Context: an optimization exercise on an open-source flow, tuned for small area. The choices shown serve that exercise and are no tape-out recipe. Only simulation tests tie the RTL to the original design; equivalence was not proved.

## eth_rx
module eth_rx (
    input wire i_clk,
    input wire i_reset,
    input wire [31:0] i_xver_rx_data,
    output logic [31:0] m00_axis_tdata,
    output logic [3:0] m00_axis_tkeep,
    output logic m00_axis_tvalid,
    output logic m00_axis_tlast,
    output logic m00_axis_tuser
);
For scale: about 1900 cells after synthesis, ~73 I/O pins, ~0.015 sq mm of cells after synthesis.
==> flow/config.mk <==
export PLATFORM = sky130hd
export DESIGN_NAME = eth_rx
export DESIGN_NICKNAME = eth_rx
export VERILOG_FILES = /design/flow/design.v
export SDC_FILE = /design/flow/constraint.sdc
export NUM_CORES = 4
export LEC_CHECK = 0
export CAP_MARGIN = 0
export CORE_MARGIN = 2
export CORE_UTILIZATION = 40
export CTS_BUF_LIST = sky130_fd_sc_hd__clkbuf_8
export CTS_CLUSTER_DIAMETER = 60
export CTS_CLUSTER_SIZE = 20
export GPL_TIMING_DRIVEN = 0
export SLEW_MARGIN = 0
==> flow/constraint.sdc <==
create_clock -name core_clock -period 6.5 [get_ports {i_clk}]
set_input_delay 1.3000 -clock core_clock [delete_from_list [all_inputs] [get_ports {i_clk}]]
set_output_delay 1.3000 -clock core_clock [all_outputs]
set_load 0.01 [all_outputs]
standard.sh (not shown) runs the stock make flow with config.mk's settings and CLKGATE_MAP_FILE= SYNTH_SCRIPT=/design/flow/synth_recipe.tcl, a recipe that flattens the netlist after the stock synthesis.
==> flow/flow/run.sh <==
#!/bin/bash
# Layout flow: the standard flow (standard.sh, the ORFS make targets), with
#  - ABC run with an area-oriented script (flow/abc_speed.script): AIG
#    resynthesis (&deepsyn), choice-based rewriting with area-recovering
#    mapping (&dch/&nf), then area-only standard-cell mapping (amap); no
#    buffering/upsizing in ABC, the repair steps after placement fix timing.
#    Everything else in synthesis is the standard one, so the registers are
#    the standard synthesis's;
#  - CTS without dummy load cells;
#  - the smallest buffer on every input and output port.
# Each tool's log is in orfs/logs/; this script's own output is in flow.log.
set -euo pipefail
W=$(pwd)
{
  echo "copying ORFS scripts to $W/scripts_mod"
  rm -rf "$W/scripts_mod"
  cp -r "$FLOW_HOME/scripts" "$W/scripts_mod"
  cp "$W/flow/abc_speed.script" "$W/scripts_mod/abc_speed.script"
  bash "$W/standard.sh" \
    "SCRIPTS_DIR=$W/scripts_mod" \
    "CTS_ARGS=-sink_clustering_enable -repair_clock_nets -dont_use_dummy_load -buf_list sky130_fd_sc_hd__clkbuf_8 -sink_clustering_size 20 -sink_clustering_max_diameter 60" \
    "BUFFER_PORTS_ARGS=-buffer_cell sky130_fd_sc_hd__buf_1" \
    finish
} > "$W/flow.log" 2>&1
==> flow/flow/abc_speed.script <==
&get -n
&st
&deepsyn -T 60
&dch -f
&nf -R 1000
&st
&dch -f
&nf -R 1000
&st
&dch -f
&nf -R 1000
&st
&dch -f
&nf -R 1000
&put
strash
dch -f
amap -m
topo
stime -c
dnsize -c
Rerun with:
--- a/flow/design.v
+++ b/flow/design.v
@@ -341,39 +341,51 @@
     assign inv_zero = sh_invalid_cnt == 0;
     always_ff @(posedge i_clk) begin
         if (i_reset) begin
             state <= LOCK_INIT;
         end else begin
             state <= next_state;
         end
     end
     always_comb begin
         case (state)
             LOCK_INIT: next_state = RESET_CNT;
             RESET_CNT: next_state = TEST_SH;
-            TEST_SH: next_state = sh_valid ? VALID_SH : INVALID_SH;
+            TEST_SH: begin
+                if (sh_valid) begin
+                    next_state = VALID_SH;
+                end else begin
+                    next_state = INVALID_SH;
+                end
+            end
             VALID_SH: begin
-                if (cnt_64) begin
-                    next_state = inv_zero ? LOCK_INIT : RESET_CNT;
+                if (cnt_64 && inv_zero) begin
+                    next_state = LOCK_INIT;
+                end else if (cnt_64) begin
+                    next_state = RESET_CNT;
+                end else if (sh_valid) begin
+                    next_state = VALID_SH;
                 end else begin
-                    next_state = sh_valid ? VALID_SH : INVALID_SH;
+                    next_state = INVALID_SH;
                 end
             end
             INVALID_SH: begin
                 if (cnt_64 && !inv_16) begin
                     next_state = RESET_CNT;
                 end else if (inv_16) begin
                     next_state = SLIP;
+                end else if (sh_valid) begin
+                    next_state = VALID_SH;
                 end else begin
-                    next_state = sh_valid ? VALID_SH : INVALID_SH;
+                    next_state = INVALID_SH;
                 end
             end
             default: next_state = RESET_CNT;   
         endcase
     end
     always_ff @(posedge i_clk) begin
         if (state == RESET_CNT) begin
             sh_cnt <= 0;
             sh_invalid_cnt <= 0;
         end else if (state[2] && i_valid) begin
             sh_cnt <= sh_cnt + 1;
             if (state[0]) begin
@@ -399,36 +411,41 @@
     output wire [DATA_WIDTH-1:0] o_rxd,
     output wire [DATA_NBYTES-1:0] o_rxctl
 );
     logic [DATA_WIDTH-1:0] rxd_q;
     wire output_decode_frame;
     assign output_decode_frame = !i_rx_header_valid && i_rx_data_valid;
     always_ff @(posedge i_rxc) begin
         if (i_rx_data_valid && (output_decode_frame || i_next_decode)) begin
             rxd_q <= i_rxd;
         end
     end
     function automatic logic [7:0] cc_map(input logic [6:0] icode);
-        case (icode)
-            CC_IDLE:    cc_map = RS_IDLE;
-            CC_LPI:     cc_map = RS_LPI;
-            CC_ERROR:   cc_map = RS_ERROR;
-            CC_RES0:    cc_map = RS_RES0;
-            CC_RES1:    cc_map = RS_RES1;
-            CC_RES2:    cc_map = RS_RES2;
-            CC_RES3:    cc_map = RS_RES3;
-            CC_RES4:    cc_map = RS_RES4;
-            CC_RES5:    cc_map = RS_RES5;
-            default:    cc_map = RS_IDLE;
+        logic [2:0] h;
+        logic [3:0] lo_exp;
+        logic match;
+        logic [7:0] rs;
+        h = icode[6:4];
+        case (h)
+            3'd0: begin lo_exp = 4'h6; rs = RS_LPI;   end    
+            3'd1: begin lo_exp = 4'he; rs = RS_ERROR; end    
+            3'd2: begin lo_exp = 4'hd; rs = RS_RES0;  end    
+            3'd3: begin lo_exp = 4'h3; rs = RS_RES1;  end    
+            3'd4: begin lo_exp = 4'hb; rs = RS_RES2;  end    
+            3'd5: begin lo_exp = 4'h5; rs = RS_RES3;  end    
+            3'd6: begin lo_exp = 4'h6; rs = RS_RES4;  end    
+            default: begin lo_exp = 4'h8; rs = RS_RES5; end  
         endcase
+        match = icode[3:0] == lo_exp;
+        cc_map = match ? rs : RS_IDLE;
     endfunction
     wire is_data = i_rx_header == SYNC_DATA;
     wire [7:0] bt = rxd_q[7:0];
     wire t_idle = !is_data && bt == BT_IDLE;
     wire t_o4   = !is_data && bt == BT_O4;
     wire t_s4   = !is_data && bt == BT_S4;
     wire t_o0s4 = !is_data && bt == BT_O0S4;
     wire t_o0o4 = !is_data && bt == BT_O0O4;
     wire t_s0   = !is_data && bt == BT_S0;
     wire t_o0   = !is_data && bt == BT_O0;
     wire [7:0] t_term;    
     assign t_term[0] = !is_data && bt == BT_T0;
Effect:
- The changed run finished with timing, DRC and antenna clean
- routed wire length came out lower by a few percent
- final area is about the same
- non-clock buffer count came out higher by 3
- global-route usage came out lower by 0.15 points
- count of clock-buffer cells in the layout came out lower by 1

port drivers added, routing unchanged:
The flow's constraints put no driver on any port. The routed layouts listed below were extracted and timed again, unchanged, in two steps. Step 1 assumes that a clkbuf_16 drives the clock port and a buf_2 every other input. Step 2 times the ports against the registers' clock, not the clock port: input delays grow and output delays shrink by t, the midpoint of the rising clock arrivals with the driver on. a / b / c = ideal ports / drivers / drivers and shift; a / b = the first two.
| run | t (ns) | setup WS [ns] | worst setup path at the end | cell pins on the clock port's net |
|---|---|---|---|---|
| the first run | 0.644 | 0.373 / 0.373 / 0.373 | register to register | 1 |
| the second run | 0.619 | 0.611 / 0.611 / 0.611 | register to register | 1 |
After both steps setup and hold are still met in every run listed.
